From an optimization exercise on the open Yosys and OpenROAD flow, aimed at small area; shortcuts taken in it are not production practice.
At most, simulation tests tie the RTL to the original design; equivalence was not proved.

==> indigo: inputs <==
// vending_machine
module vending_machine #(
    parameter int NUM_ITEMS    = 10,
    parameter int MAX_CLIENTS  = 100,
    parameter logic [31:0] ADMIN_PASSWORD = 32'hA5A5_F00D
)(
    input  logic               clk,
    input  logic               rst_n,
    input  logic [31:0]        regs_data_in,
    output logic [31:0]        regs_data_out,
    input  logic               regs_we,
    input  logic [7:0]         regs_addr,
    input  logic               id_valid,
    input  logic [8:0]         client_id,
    input  logic [5:0]         coin_in,
    input  logic [1:0]         currency_type,
    input  logic               coin_insert,
    input  logic [NUM_ITEMS-1:0] item_select,
    input  logic               confirm,
    input  logic               admin_mode,
    input  logic [31:0]        admin_password,
    input  logic               tamper_detect,
    input  logic               jam_detect,
    input  logic               power_loss,
    output logic                 access_error,
    output logic [NUM_ITEMS-1:0] item_out,
    output logic [31:0]          change_out,
    output logic                 no_change,
    output logic [NUM_ITEMS-1:0] item_empty,
    output logic [7:0]           client_points,
    output logic                 alarm
);
export LEC_CHECK = 0
export CAP_MARGIN = 20
export CORE_MARGIN = 2
export CORE_UTILIZATION = 70
export PLACE_DENSITY = 0.85
export SLEW_MARGIN = 20
export SYNTH_HIERARCHICAL = 1
create_clock -name core_clock -period 30.0 [get_ports {clk}]
standard.sh (not shown) runs the stock make flow with config.mk's settings and CLKGATE_MAP_FILE= SYNTH_SCRIPT=/design/flow/synth_recipe.tcl, a recipe that flattens the netlist after the stock synthesis.
==> flow/flow/run.sh <==
#!/bin/bash
# Own layout flow: the standard ORFS flow (standard.sh), run with a
# private copy of the ORFS scripts in which the ABC mapping script is the
# area-oriented one in flow/abc_area.script, and with the ports buffered
# by the smallest buffer. Clock tree: clkbuf_16 leaf clusters of up to 30
# flip-flops, without dummy loads. All of make's output (every tool) goes to
# flow_make.log here; ORFS keeps each step's log under orfs/logs/.
set -euo pipefail
work=$(pwd)
rm -rf "$work/orfs_scripts"
cp -r "$FLOW_HOME/scripts" "$work/orfs_scripts"
cp "$work/flow/abc_area.script" "$work/orfs_scripts/abc_speed.script"
bash "$work/standard.sh" "SCRIPTS_DIR=$work/orfs_scripts" \
    "BUFFER_PORTS_ARGS=-buffer_cell sky130_fd_sc_hd__buf_1" \
    "CTS_ARGS=-sink_clustering_enable -repair_clock_nets -dont_use_dummy_load -buf_list sky130_fd_sc_hd__clkbuf_16 -sink_clustering_size 30 -sink_clustering_max_diameter 60" \
    finish > "$work/flow_make.log" 2>&1
==> flow/flow/abc_area.script <==
strash
dc2
dch -f
amap
strash
dc2
dch -f
amap
topo
==> zinc (differences from indigo) <==
Settings changed: CORE_UTILIZATION 70 to 40, PLACE_DENSITY 0.85 to default.
==> flow_metrics.tcl <==
set metrics [dict create \
    bufAreaShareNonClock_pct 2.289 \
    fp.coreArea_mm2 0.06895 \
    status "timing/DRC/antenna clean" \
    drive_gt1_share_pct 3.667 \
    non_clock_buffer_count 259 \
    grt_util_met1_pct 58.00 \
    start_util_pct 70.96 \
]
(the above is from indigo)
==> flow_metrics.tcl <==
set metrics [dict create \
    status "timing/DRC/antenna clean" \
    non_clock_buffer_count 269 \
    start_util_pct 40.25 \
    fp.coreArea_mm2 0.1216 \
    grt_util_met1_pct 35.43 \
]
(the above is from zinc)


==> job 5128 <==
Another version of the RTL of vending_machine (not shown whole).
export LEC_CHECK = 0
export CAP_MARGIN = 20
export CORE_MARGIN = 2
export CORE_UTILIZATION = 40
export SLEW_MARGIN = 20
export SYNTH_HIERARCHICAL = 1
create_clock -name core_clock -period 30.0 [get_ports {clk}]
Scripts as last shown in full above: flow/flow/run.sh, flow/flow/abc_area.script
==> inputs of job 1632, as changes to job 5128 <==
--- a/flow/design.v
+++ b/flow/design.v
@@ -80,23 +80,35 @@
         else if (item_we) item_written[wr_idx] <= 1'b1;
     end
     wire        rf_price = rd_field == 3'd0;
     wire        rf_count = rd_field == 3'd4;
     wire        rf_disc  = rd_field == 3'd6;
-    logic [7:0] item_rd;
+    logic [9:0] rs_pw, rs_cw, rs_dw;     
+    logic [7:0] rd_const;                
     always_comb begin
-        item_rd = 8'd0;
+        rd_const = 8'd0;
         for (int i = 0; i < 10; i++) begin
-            if (rd_idx == 4'(i)) begin
-                if (item_written[i])
-                    item_rd = item_rd | ({8{rf_price}} & item_price[i]) | ({8{rf_count}} & item_count[i])
-                                      | ({8{rf_disc}} & item_disc[i]);
-                else
-                    item_rd = item_rd | ({8{rf_price}} & 8'((i+1)*10)) | ({8{rf_count}} & 8'd5);
-            end
+            rs_pw[i] = rd_idx == 4'(i) && rf_price && item_written[i];
+            rs_cw[i] = rd_idx == 4'(i) && rf_count && item_written[i];
+            rs_dw[i] = rd_idx == 4'(i) && rf_disc  && item_written[i];
+            if (rd_idx == 4'(i) && !item_written[i])
+                rd_const = rd_const | ({8{rf_price}} & 8'((i+1)*10)) | ({8{rf_count}} & 8'd5);
         end
     end
+    logic [7:0] item_rd;
+    for (genvar b = 0; b < 8; b++) begin : g_ird
+        wire [9:0] t;
+        wire [2:0] u;
+        for (genvar i = 0; i < 10; i++) begin : g_t
+            vm_aoi222 u_a (.a(rs_pw[i]), .b(item_price[i][b]), .c(rs_cw[i]), .d(item_count[i][b]),
+                           .e(rs_dw[i]), .f(item_disc[i][b]), .y(t[i]));
+        end
+        vm_nand4 u_n0 (.a(t[0]), .b(t[1]), .c(t[2]), .d(t[3]), .y(u[0]));
+        vm_nand4 u_n1 (.a(t[4]), .b(t[5]), .c(t[6]), .d(t[7]), .y(u[1]));
+        vm_nand2 u_n2 (.a(t[8]), .b(t[9]), .y(u[2]));
+        vm_or4   u_o  (.a(u[0]), .b(u[1]), .c(u[2]), .d(rd_const[b]), .y(item_rd[b]));
+    end
     always_comb begin
         regs_data_out = 32'h0;
         if (!admin_access_granted)
             regs_data_out = 32'hDEAD_BEEF;
         else if (regs_addr == 8'h00)
@@ -173,44 +185,64 @@
     logic        cur_nodisc;      
     wire is_idle   = (state == S_IDLE) || (state == S_IDLE_C);
     wire timed_out = idle_timer >= {21'h0, r_idle_timeout};
     wire id_load   = is_idle && r_id_ok && (r_client_id < r_max_clients);
     wire [3:0] p_idx   = (state == S_DISP) ? d_idx : r_sel;
-    logic [7:0] p_base;
+    logic [9:0] ps_w;        
+    logic [7:0] p_const;     
     logic       p_empty;
     always_comb begin
-        p_base  = 8'd0;
+        p_const = 8'd0;
         p_empty = 1'b0;
         for (int i = 0; i < 10; i++) begin
-            if (p_idx == 4'(i)) begin
-                if (item_written[i]) begin
-                    p_base  = p_base | item_price[i];
-                    p_empty = p_empty | (item_count[i] == 8'd0);
-                end else
-                    p_base  = p_base | 8'((i+1)*10);
-            end
+            ps_w[i] = p_idx == 4'(i) && item_written[i];
+            if (ps_w[i] && item_count[i] == 8'd0) p_empty = 1'b1;
+            if (p_idx == 4'(i) && !item_written[i]) p_const = p_const | 8'((i+1)*10);
         end
     end
+    logic [7:0] p_base;
+    for (genvar b = 0; b < 8; b++) begin : g_pb
+        wire [3:0] t;
+        wire       u;
+        vm_aoi222 u_a0 (.a(ps_w[0]), .b(item_price[0][b]), .c(ps_w[1]), .d(item_price[1][b]),
+                        .e(ps_w[2]), .f(item_price[2][b]), .y(t[0]));
+        vm_aoi222 u_a1 (.a(ps_w[3]), .b(item_price[3][b]), .c(ps_w[4]), .d(item_price[4][b]),
+                        .e(ps_w[5]), .f(item_price[5][b]), .y(t[1]));
+        vm_aoi222 u_a2 (.a(ps_w[6]), .b(item_price[6][b]), .c(ps_w[7]), .d(item_price[7][b]),
+                        .e(ps_w[8]), .f(item_price[8][b]), .y(t[2]));
+        vm_nand2  u_a3 (.a(ps_w[9]), .b(item_price[9][b]), .y(t[3]));
+        vm_nand4  u_n  (.a(t[0]), .b(t[1]), .c(t[2]), .d(t[3]), .y(u));
+        vm_or2    u_o  (.a(u), .b(p_const[b]), .y(p_base[b]));
+    end
     logic [1:0] cur_k;
     always_comb begin
         cur_k = 2'd0;
         if (!cur_nodisc && cur_id < 7'd100)
             cur_k = 2'(cur_id % 7'd3) + 2'(cur_id % 7'd10 == 7'd0);
     end
-    wire [9:0] kb = (cur_k[0] ? {2'b0, p_base} : 10'd0) + (cur_k[1] ? {1'b0, p_base, 1'b0} : 10'd0);
-    logic [9:0] kq;
-    logic [3:0] kr;
+    logic [4:0] bq;
+    logic [3:0] br;
     always_comb begin
-        kr = 4'd0;
-        for (int i = 9; i >= 0; i--) begin
+        br = 4'd0;
+        for (int i = 7; i >= 0; i--) begin
             logic [4:0] t;
-            t = {kr, kb[i]};
-            kq[i] = t >= 5'd10;
-            kr = kq[i] ? 4'(t - 5'd10) : t[3:0];
+            t = {br, p_base[i]};
+            if (i <= 4) bq[i] = t >= 5'd10;
+            br = (t >= 5'd10) ? 4'(t - 5'd10) : t[3:0];
         end
     end
-    wire [7:0] price = p_base + ~kq[7:0] + {7'd0, kr == 4'd0};
+    logic [1:0] kc;
+    always_comb begin
+        case (cur_k)
+            2'd1:    kc = (br != 4'd0) ? 2'd1 : 2'd0;
+            2'd2:    kc = (br == 4'd0) ? 2'd0 : (br <= 4'd5) ? 2'd1 : 2'd2;
+            2'd3:    kc = (br == 4'd0) ? 2'd0 : (br <= 4'd3) ? 2'd1 : (br <= 4'd6) ? 2'd2 : 2'd3;
+            default: kc = 2'd0;
+        endcase
+    end
+    wire [6:0] kq = (cur_k[0] ? {2'b0, bq} : 7'd0) + (cur_k[1] ? {1'b0, bq, 1'b0} : 7'd0);
+    wire [7:0] price = p_base - 8'(kq) - 8'(kc);
     logic [2:0] pr;
     logic [3:0] p_points;
     always_comb begin
         pr = 3'd0;
         for (int i = 7; i >= 2; i--) begin
@@ -425,5 +457,11 @@
 endmodule
 module vm_aoi222 (input logic a, input logic b, input logic c, input logic d,
                   input logic e, input logic f, output logic y);
     assign y = ~((a & b) | (c & d) | (e & f));
 endmodule
+module vm_or2 (input logic a, input logic b, output logic y);
+    assign y = a | b;
+endmodule
+module vm_or4 (input logic a, input logic b, input logic c, input logic d, output logic y);
+    assign y = a | b | c | d;
+endmodule
--- a/flow/config.mk
+++ b/flow/config.mk
@@ -5,8 +5,9 @@
 export SDC_FILE = /design/flow/constraint.sdc
 export NUM_CORES = 4
 export LEC_CHECK = 0
 export CAP_MARGIN = 20
 export CORE_MARGIN = 2
-export CORE_UTILIZATION = 40
+export CORE_UTILIZATION = 60
+export PLACE_DENSITY = 0.75
 export SLEW_MARGIN = 20
 export SYNTH_HIERARCHICAL = 1
==> inputs of job 2483, as changes to job 5128 <==
--- a/flow/design.v
+++ b/flow/design.v
@@ -77,26 +77,29 @@
     end
     always_ff @(posedge clk or negedge rst_n) begin
         if (!rst_n)       item_written <= '0;
         else if (item_we) item_written[wr_idx] <= 1'b1;
     end
-    wire        rf_price = rd_field == 3'd0;
-    wire        rf_count = rd_field == 3'd4;
-    wire        rf_disc  = rd_field == 3'd6;
-    logic [7:0] item_rd;
+    logic [7:0] e_price [10];
+    logic [7:0] e_count [10];
+    logic [7:0] e_disc  [10];
     always_comb begin
-        item_rd = 8'd0;
         for (int i = 0; i < 10; i++) begin
-            if (rd_idx == 4'(i)) begin
-                if (item_written[i])
-                    item_rd = item_rd | ({8{rf_price}} & item_price[i]) | ({8{rf_count}} & item_count[i])
-                                      | ({8{rf_disc}} & item_disc[i]);
-                else
-                    item_rd = item_rd | ({8{rf_price}} & 8'((i+1)*10)) | ({8{rf_count}} & 8'd5);
-            end
+            e_price[i] = item_written[i] ? item_price[i] : 8'((i+1)*10);
+            e_count[i] = item_written[i] ? item_count[i] : 8'd5;
+            e_disc[i]  = item_written[i] ? item_disc[i]  : 8'd0;
         end
     end
+    logic [7:0] item_rd;
+    always_comb begin
+        case (rd_field)
+            3'd0: item_rd = e_price[rd_idx];
+            3'd4: item_rd = e_count[rd_idx];
+            3'd6: item_rd = e_disc[rd_idx];
+            default: item_rd = 8'd0;
+        endcase
+    end
     always_comb begin
         regs_data_out = 32'h0;
         if (!admin_access_granted)
             regs_data_out = 32'hDEAD_BEEF;
         else if (regs_addr == 8'h00)
@@ -173,25 +176,12 @@
     logic        cur_nodisc;      
     wire is_idle   = (state == S_IDLE) || (state == S_IDLE_C);
     wire timed_out = idle_timer >= {21'h0, r_idle_timeout};
     wire id_load   = is_idle && r_id_ok && (r_client_id < r_max_clients);
     wire [3:0] p_idx   = (state == S_DISP) ? d_idx : r_sel;
-    logic [7:0] p_base;
-    logic       p_empty;
-    always_comb begin
-        p_base  = 8'd0;
-        p_empty = 1'b0;
-        for (int i = 0; i < 10; i++) begin
-            if (p_idx == 4'(i)) begin
-                if (item_written[i]) begin
-                    p_base  = p_base | item_price[i];
-                    p_empty = p_empty | (item_count[i] == 8'd0);
-                end else
-                    p_base  = p_base | 8'((i+1)*10);
-            end
-        end
-    end
+    wire [7:0] p_base  = e_price[p_idx];
+    wire       p_empty = e_count[p_idx] == 8'd0;
     logic [1:0] cur_k;
     always_comb begin
         cur_k = 2'd0;
         if (!cur_nodisc && cur_id < 7'd100)
             cur_k = 2'(cur_id % 7'd3) + 2'(cur_id % 7'd10 == 7'd0);
@@ -323,40 +313,35 @@
 );
     logic [7:0] ring [100];
     logic [6:0] off, ppos, pend_id;
     logic [7:0] pend_data;
     logic       pend_valid;
-    logic [2:0] init_cnt;        
-    wire        init = init_cnt != 3'd5;
     wire [7:0] rsum  = {1'b0, id} + {1'b0, off};
     wire [6:0] rpos  = (rsum >= 8'd100) ? 7'(rsum - 8'd100) : rsum[6:0];
     wire [6:0] rpos1 = (rpos == 7'd99) ? 7'd0 : rpos + 7'd1;
     wire       flush = pend_valid && (ppos % 7'd5 == 7'd4);
-    logic [7:0] port_data [4];
-    always_comb begin
-        for (int c = 0; c < 4; c++)
-            port_data[c] = init ? 8'(5*c + 19 - init_cnt) % 8'd20 : pend_data;
-    end
-    always_ff @(posedge clk) begin
-        for (int i = 0; i < 100; i++) begin
-            if (i % 5 == 0 && (init || (flush && ppos == 7'((i + 99) % 100))))
-                ring[i] <= port_data[(i / 5) % 4];
-            else
-                ring[i] <= ring[(i + 99) % 100];
+    always_ff @(posedge clk or negedge rst_n) begin
+        if (!rst_n) begin
+            for (int i = 0; i < 100; i++) ring[i] <= 8'(i % 20);
+        end else begin
+            for (int i = 0; i < 100; i++) begin
+                if (i % 5 == 0 && flush && ppos == 7'((i + 99) % 100))
+                    ring[i] <= pend_data;
+                else
+                    ring[i] <= ring[(i + 99) % 100];
+            end
         end
     end
     always_ff @(posedge clk or negedge rst_n) begin
         if (!rst_n) begin
             off <= '0;
-            init_cnt <= '0;
             ppos <= '0;
             pend_id <= '0;
             pend_data <= '0;
             pend_valid <= 1'b0;
         end else begin
             off <= (off == 7'd99) ? 7'd0 : off + 7'd1;
-            if (init) init_cnt <= init_cnt + 3'd1;
             if (we) begin
                 pend_valid <= 1'b1;
                 pend_data  <= wdata;
                 pend_id    <= id;
                 ppos       <= rpos1;
@@ -398,13 +383,12 @@
         vm_nor4 u_v1 (.a(u[4]), .b(u[5]), .c(u[6]), .d(u[7]), .y(v[1]));
         vm_nand3 u_o (.a(v[0]), .b(v[1]), .c(w), .y(rd_ao[b]));
     end
     always_comb begin
         if (pend_valid && pend_id == id) rdata = pend_data;
-        else if (id >= 7'd100)           rdata = 8'd0;
-        else if (init)                   rdata = 8'(id % 7'd20);
-        else                             rdata = rd_ao;
+        else if (id < 7'd100)            rdata = rd_ao;
+        else                             rdata = 8'd0;
     end
 endmodule
 module vm_nor2 (input logic a, input logic b, output logic y);
     assign y = ~(a | b);
 endmodule
==> comparison table <==
| item | job 1632 | job 5128 | job 2483 |
|---|---|---|---|
| Post-synthesis adder-cell area fraction | 0.06338 | 0.06098 | 0.05430 |
| Terminus of the critical flop-to-flop path | idle_timer[10]$_DFF_PN0_ | idle_timer[11]$_DFF_PN0_ | idle_timer[21]$_DFF_PN0_ |
| Top flip-flop cell by instance count after synthesis | dfxtp_1 | dfxtp_1 | dfrtp_1 |
| Buffering overhead | 0.02182 | 0.02198 | 0.02319 |
| Relative slew slack | 0.1058 | 0.1957 | 0.2510 |
| Status | finished clean | finished clean | finished clean |
| Flip-flop and latch share of the layout cell area | 0.5450 | 0.5264 | 0.5642 |
| Flip-flop and latch area | 0.02922 mm2 | 0.02922 mm2 | 0.03340 mm2 |
| DR pass1 iterations | 12 | 9 | 9 |
| Unique masters post-synth | 55 | 57 | 58 |
| Met1 Routed Length | 63.11 mm | 72.33 mm | 70.78 mm |
| Largest stage delay, worst path | 0.73 ns | 0.60 ns | 0.84 ns |
Only the layout flow was run in job 2483; the RTL was not checked for function there.

[re-timing with driven ports]
The flow's constraints put no driver on any port. The routed layouts listed below were extracted and timed again, unchanged, in two steps.
Step 1 sets driving cells, clkbuf_16 on the clock port and buf_2 on the other inputs (assumed; they add their load-dependent delay and slew).
Step 2 times the ports against the registers' clock, not the clock port: input delays grow and output delays shrink by t, the midpoint of the rising clock arrivals with the driver on.
Slacks: ideal ports / drivers / drivers and shift; pairs: ideal ports / drivers.
| run | t (ns) | setup slack, ns | worst setup path at the end | worst slew at a driven data input, ns |
|---|---|---|---|---|
| indigo | 0.686 | 11.853 / 11.853 / 11.853 | register to register | 0.08 |
| zinc | 0.783 | 11.820 / 11.820 / 11.820 | register to register | 0.15 |
| job 5128 | 0.746 | 9.395 / 9.395 / 9.395 | register to register | 0.10 |
| job 1632 | 0.694 | 11.793 / 11.793 / 11.793 | register to register | 0.09 |
| job 2483 | 0.780 | 7.685 / 7.685 / 7.685 | register to register | 0.16 |
After both steps every run listed still meets setup and hold.
